Context: an optimization exercise on an open-source flow, tuned for small area, a short achievable clock period and few clock cycles. The choices shown serve that exercise and are no tape-out recipe. Only simulation tests tie the RTL to the original design; equivalence was not proved.

## wip/zinc
## fir_filter
module fir_filter #(
    parameter DATA_WIDTH = 16,
    parameter TAPS = 16
)(
    input wire clk,
    input wire reset,
    input wire start_fir,
    input wire [1:0] filter_mode,
    input wire [TAPS*DATA_WIDTH-1:0] input_buffer,
    output reg signed [DATA_WIDTH-1:0] fir_output,
    output reg fir_done
);
Size in the first run: roughly 18000 sq um of cells after synthesis.
==> flow/config.mk <==
export PLATFORM = sky130hd
export DESIGN_NAME = fir_filter
export DESIGN_NICKNAME = fir_filter
export VERILOG_FILES = /design/flow/design.v
export SDC_FILE = /design/flow/constraint.sdc
export NUM_CORES = 4
export LEC_CHECK = 0
export CAP_MARGIN = 20
export CORE_MARGIN = 2
export CORE_UTILIZATION = 40
export GPL_TIMING_DRIVEN = 0
export PLACE_DENSITY = 0.6
export SETUP_SLACK_MARGIN = 4.6
export SLEW_MARGIN = 20
export SYNTH_HIERARCHICAL = 1
export SYNTH_MINIMUM_KEEP_SIZE = 0
==> flow/constraint.sdc <==
create_clock -name core_clock -period 11.0 [get_ports {clk}]
set_input_delay 2.2000 -clock core_clock [delete_from_list [all_inputs] [get_ports {clk}]]
set_output_delay 2.2000 -clock core_clock [all_outputs]
set_load 0.01 [all_outputs]
standard.sh (not shown) runs the stock make flow with config.mk's settings and CLKGATE_MAP_FILE= SYNTH_SCRIPT=/design/flow/synth_recipe.tcl, a recipe that flattens the netlist after the stock synthesis.
==> flow/flow/run.sh <==
#!/bin/bash
# The standard layout (standard.sh) with smaller port buffers (buf_1).
set -uo pipefail
bash standard.sh "BUFFER_PORTS_ARGS=-buffer_cell sky130_fd_sc_hd__buf_1" finish > standard_make.log 2>&1
wip/zinc | stages: all done | timing, DRC, antenna: all pass
Testbench counts of wip/zinc, summed over its fixed seeds: cycles 1,032.
Input-level comparison between wip/garnet and wip/zinc:
- CORE_UTILIZATION: 40 -> 50
- PLACE_DENSITY: 0.6 -> 0.65
- SETUP_SLACK_MARGIN: 4.6 -> 4.0
- Looking at met1 routed wirelength after detailed routing, wip/garnet sits about 4.5% lower than wip/zinc does.
- Compared wip/garnet vs wip/zinc, and growth of design area from synthesis to finish is down in wip/garnet.
- Between wip/garnet and wip/zinc, the average wire per standard cell is higher for wip/garnet.
- Changes observed in wip/garnet relative to wip/zinc: count of clock-buffer cells in the layout fell by 1.
- Global-route usage: wip/garnet and wip/zinc compared, lower one is wip/zinc
- Taking wip/garnet over wip/zinc, the final area ratio works out to 0.933.
What wip/fjord does differently from wip/garnet at the input level:
- GPL_TIMING_DRIVEN changed from 0 to 1
- CORE_UTILIZATION changed from 50 to 40
- PLACE_DENSITY changed from 0.65 to 0.6
Notes after the runs:
Delta (wip/fjord minus wip/garnet): final area lower; final worst slack +0.18 ns.
When the final numbers for wip/fjord and wip/garnet were put side by side, the pin count of the biggest net entering global routing turned out to be greater in wip/fjord.
met2 wire length in wip/fjord is 3500 microns lower than in wip/garnet
wip/garnet has a higher slew at the pin closest to its max-slew limit than wip/fjord.
Comparing wip/fjord and wip/garnet, the lower via count was measured on wip/fjord.
Storage element area for wip/fjord: about 0.9% up relative to wip/garnet
Comparing wip/garnet against wip/fjord, there is no change at all in mean post-synth cell area.
Compared with wip/garnet, wip/fjord instantiates a larger number of cells.
Sequential share of cell area: wip/fjord higher than wip/garnet

========
## run A
Starting RTL as in the previous note.
clock: 11.0 ns
lec_check: 0
cap_margin: 20
core_margin: 2
core_utilization: 40
gpl_timing_driven: 0
place_density: 0.6
setup_slack_margin: 3.5
slew_margin: 20
synth_hierarchical: 1
synth_minimum_keep_size: 0
Scripts as last shown in full above: flow/flow/run.sh
Run A completed every stage of the flow, and the final layout passed the timing, DRC and antenna checks.
Testbench counts of run A, summed over its fixed seeds: cycles 1,032.
## Diff of input files: run B against run A
Settings: changing SETUP_SLACK_MARGIN from 3.5 to 4.3; changing GPL_TIMING_DRIVEN from 0 to 1.
Of run B and run A, run B shows the lower initial antenna violation count, with run A above it.
Taking run A as the reference, in run B met2 layer usage reported by global route moved down, clock period minus worst slack shrank by 0.62 ns, post-route worst setup slack now larger, fraction of the core area covered by cells at the end of the flow rose 3.5 points, final-layout clock-cell area share now smaller.
For run B, the category of the critical setup timing path was register to output pin, unlike run A, where it was primary input to register.
What run C does differently from run B at the input level:
Settings: changing GPL_TIMING_DRIVEN from 1 to 0; changing SETUP_SLACK_MARGIN from 4.3 to 4.0.
[summary]
Lower buffer count excluding the clock tree in the final layout among run C and run B: run B. Relative to run B, the post-detailed-routing wire length measured on run C has increased by more than 10%. Utilization run B -> run C: down. Comparing run C and run B, the higher data required time at the worst endpoint is on run C. Diff run B -> run C: maximum number of pins on one net before global-route repair has decreased, layout overhead on the synthesized area has decreased. Run C vs run B: violation count after the first detailed-route iteration up by more than a quarter. The standard cells in run C occupy less silicon area than those in run B do.
Changes in run D relative to run C:
Settings: PLACE_DENSITY changed from 0.6 to 0.75.
==> summary.txt <==
Taking run C as the reference, in run D non-clock buffer count has increased, remaining number of nets flagged by the antenna check after routing about even, HPWL after detailed placement did not really move.
Run D ended up with a higher wire length after detailed routing than run C did.
A highest signal layer in the routed design of met5 is what run D shows, while met4 belongs to run C.
Initial DRC count improves in run D relative to run C.
Run D vs. run C: worst hold slack did not really move; maximum frequency now sits lower.
| cell count | run D vs run C | ≈ equal |

========
oak:
Another version of the RTL of fir_filter (not shown whole).
Size in the first run: roughly 2000 cells after synthesis, roughly 63 flip-flops, roughly 280 I/O pins, about 17000 µm² of cells after synthesis.
Settings: LEC_CHECK=0, CAP_MARGIN=20, CORE_MARGIN=2, CORE_UTILIZATION=40, GPL_TIMING_DRIVEN=1, PLACE_DENSITY=0.6, SETUP_SLACK_MARGIN=4.5, SLEW_MARGIN=20, SYNTH_HIERARCHICAL=1, SYNTH_MINIMUM_KEEP_SIZE=0; clock period 11.0 ns.
Scripts as last shown in full above: flow/flow/run.sh
oak completed end to end with timing, DRC and antenna clean.
Testbench counts of oak, summed over its fixed seeds: cycles 1,032.
#### Input delta (pine over oak)
# oak
export LEC_CHECK = 0
export CAP_MARGIN = 20
export CORE_MARGIN = 2
export CORE_UTILIZATION = 40
export GPL_TIMING_DRIVEN = 1
export PLACE_DENSITY = 0.6
export SETUP_SLACK_MARGIN = 4.5
export SLEW_MARGIN = 20
export SYNTH_HIERARCHICAL = 1
export SYNTH_MINIMUM_KEEP_SIZE = 0
create_clock -name core_clock -period 11.0 [get_ports {clk}]
# pine
export LEC_CHECK = 0
export CAP_MARGIN = 20
export CORE_MARGIN = 2
export CORE_UTILIZATION = 40
export GPL_TIMING_DRIVEN = 1
export PLACE_DENSITY = 0.6
export SETUP_SLACK_MARGIN = 4.3
export SLEW_MARGIN = 20
export SYNTH_HIERARCHICAL = 1
export SYNTH_MINIMUM_KEEP_SIZE = 0
create_clock -name core_clock -period 11.0 [get_ports {clk}]
==> flow/flow/run.sh <==
#!/bin/bash
# The standard layout (standard.sh) with smaller port buffers (buf_1), and the
# AOI21 cells of the synthesized netlist started at their smallest size
# (flow/downsize.tcl, run before floorplanning).
set -uo pipefail
bash standard.sh "BUFFER_PORTS_ARGS=-buffer_cell sky130_fd_sc_hd__buf_1" "PRE_FLOORPLAN_TCL=$(pwd)/flow/downsize.tcl" finish > standard_make.log 2>&1
==> flow/flow/downsize.tcl (new file) <==
# Run before floorplanning: synthesis maps the AOI21 cells of the prefix adders to
# the double-strength a21oi_2; start them at a21oi_1 and let timing repair upsize
# the ones on critical paths.
set db [ord::get_db]
set block [ord::get_db_block]
set small [$db findMaster sky130_fd_sc_hd__a21oi_1]
set n 0
foreach inst [$block getInsts] {
  if {[[$inst getMaster] getName] eq "sky130_fd_sc_hd__a21oi_2"} {
    $inst swapMaster $small
    incr n
  }
}
puts "downsize.tcl: a21oi_2 -> a21oi_1 on $n instances"
[summary]
pine: no failed stages, no open violations at the end. The start point of the critical path comes out input_buffer[115] in one run and input_buffer[9] in the other, namely in oak and pine respectively. Changes observed in pine relative to oak: worst hold slack barely changed; clock slew seen by the registers of the worst setup and hold paths barely changed; global-route usage dropped 1.1 points; met1 capacity usage during global routing dropped 2.9 points. Of pine and oak, it is pine that has the lower wire length after detailed routing.
### pine -> birch
# pine
export LEC_CHECK = 0
export CAP_MARGIN = 20
export CORE_MARGIN = 2
export CORE_UTILIZATION = 40
export GPL_TIMING_DRIVEN = 1
export PLACE_DENSITY = 0.6
export SETUP_SLACK_MARGIN = 4.3
export SLEW_MARGIN = 20
export SYNTH_HIERARCHICAL = 1
export SYNTH_MINIMUM_KEEP_SIZE = 0
create_clock -name core_clock -period 11.0 [get_ports {clk}]
# birch
export LEC_CHECK = 0
export CAP_MARGIN = 20
export CORE_MARGIN = 2
export CORE_UTILIZATION = 45
export GPL_TIMING_DRIVEN = 1
export PLACE_DENSITY = 0.65
export SETUP_SLACK_MARGIN = 4.4
export SLEW_MARGIN = 20
export SYNTH_HIERARCHICAL = 1
export SYNTH_MINIMUM_KEEP_SIZE = 0
create_clock -name core_clock -period 11.0 [get_ports {clk}]
==> flow/flow/run.sh <==
#!/bin/bash
# The standard layout (standard.sh) with smaller port buffers (buf_1).
set -uo pipefail
bash standard.sh "BUFFER_PORTS_ARGS=-buffer_cell sky130_fd_sc_hd__buf_1" finish > standard_make.log 2>&1
removed: flow/flow/downsize.tcl
Results
Looking at maximum clock rate, birch sits 0.0026 GHz above pine.
met3 routing resource usage after global routing for birch: 1.1 points up relative to pine
Summary of birch over pine: overall die area lost 7.3%, worst hold slack neither gained nor lost much.
pine → birch: via count of the first global-routing pass went down; total of clock buffers placed in the layout essentially unchanged; number of buffer cells added on primary ports has remained practically unchanged; initial core utilization climbed 5.2 points.
Changes in maple relative to birch:
# birch
export LEC_CHECK = 0
export CAP_MARGIN = 20
export CORE_MARGIN = 2
export CORE_UTILIZATION = 45
export GPL_TIMING_DRIVEN = 1
export PLACE_DENSITY = 0.65
export SETUP_SLACK_MARGIN = 4.4
export SLEW_MARGIN = 20
export SYNTH_HIERARCHICAL = 1
export SYNTH_MINIMUM_KEEP_SIZE = 0
create_clock -name core_clock -period 11.0 [get_ports {clk}]
# maple
export LEC_CHECK = 0
export CAP_MARGIN = 20
export CORE_MARGIN = 2
export CORE_UTILIZATION = 40
export GPL_TIMING_DRIVEN = 1
export PLACE_DENSITY = 0.6
export SETUP_SLACK_MARGIN = 4.3
export SLEW_MARGIN = 20
export SYNTH_HIERARCHICAL = 1
export SYNTH_MINIMUM_KEEP_SIZE = 0
create_clock -name core_clock -period 11.0 [get_ports {clk}]
## What came out
There was hardly any difference in hold slack between maple and birch. The per-cell routed wire length reported for maple is greater than that of birch by 0.24 µm. Between maple and birch, it is maple whose number of cells upsized or downsized after cts is lower, by 10. The total vias in the final route of birch and that of maple are within noise of each other. | wire length reported by the detailed router | higher: maple |. Diff birch -> maple | number of nets at the end of the flow | down slightly. Area overhead of the layout relative to synthesis delta for maple relative to birch: 1.3 points lower. maple vs. birch: die area grew by about 12%.
Setup changes, maple to cedar
# maple
export LEC_CHECK = 0
export CAP_MARGIN = 20
export CORE_MARGIN = 2
export CORE_UTILIZATION = 40
export GPL_TIMING_DRIVEN = 1
export PLACE_DENSITY = 0.6
export SETUP_SLACK_MARGIN = 4.3
export SLEW_MARGIN = 20
export SYNTH_HIERARCHICAL = 1
export SYNTH_MINIMUM_KEEP_SIZE = 0
create_clock -name core_clock -period 11.0 [get_ports {clk}]
# cedar
export LEC_CHECK = 0
export CAP_MARGIN = 20
export CORE_MARGIN = 2
export CORE_UTILIZATION = 40
export GPL_TIMING_DRIVEN = 1
export PLACE_DENSITY = 0.6
export SETUP_SLACK_MARGIN = 4.4
export SLEW_MARGIN = 20
export SYNTH_HIERARCHICAL = 1
export SYNTH_MINIMUM_KEEP_SIZE = 0
create_clock -name core_clock -period 11.0 [get_ports {clk}]
==> summary.txt <==
Compare maple and cedar | via count higher: cedar. Met1 track demand over resource in global routing essentially unchanged between cedar and maple. Against maple, routed wire length in cedar rose by a few percent. First-iteration DRC count, maple and cedar: higher on cedar. cedar against maple: final area up about 1.8%, final critical delay including setup and external delays down 46 ps, worst setup margin up 46 ps, portion of the layout cell area used by clock cells flat. Layout-stage area growth over the synthesis result in cedar is 2.0 points above maple.

-- static timing again, ports no longer ideal --
How much do the figures lean on ideal ports? The routed layouts below were timed once more, with nothing changed but the port constraints.
Step 1: set_driving_cell puts a clkbuf_16 on clk and a buf_2 on each other input, an assumption about the parent block.
Step 2 moves the port delays by t, midway between the first and last clock arrival at a register: inputs arrive t later, outputs are due t later. That takes back most of the time a late clock gives input paths.
Slacks: ideal / step 1 / step 2; pairs: ideal / step 1.
run	shift t [ns]	setup slack, ns	slew at the worst register clock pin (ns)	worst data-port slew with drivers (ns)
wip/zinc	0.373	4.135 / 4.120 / 3.747	0.06 / 0.06	0.09
wip/garnet	0.373	3.908 / 3.904 / 3.531	0.06 / 0.06	0.08
wip/fjord	0.398	4.084 / 4.062 / 3.712	0.07 / 0.07	0.07
run A	0.376	3.568 / 3.588 / 3.212	0.06 / 0.06	0.09
run B	0.389	4.193 / 4.144 / 3.887	0.06 / 0.06	0.08
run C	0.380	4.059 / 4.063 / 3.683	0.06 / 0.06	0.09
run D	0.375	3.989 / 3.992 / 3.617	0.06 / 0.06	0.10
oak	0.386	4.597 / 4.615 / 4.242	0.06 / 0.06	0.05
pine	0.379	4.392 / 4.417 / 4.038	0.06 / 0.06	0.07
birch	0.368	4.502 / 4.520 / 4.160	0.06 / 0.06	0.07
maple	0.382	4.465 / 4.492 / 4.110	0.06 / 0.06	0.06
cedar	0.385	4.512 / 4.534 / 4.149	0.06 / 0.06	0.06
After both steps every run listed still meets setup and hold. For wip/zinc, which loses most, drivers alone change the setup slack by -0.015 ns; drivers and shift together by -0.388 ns.
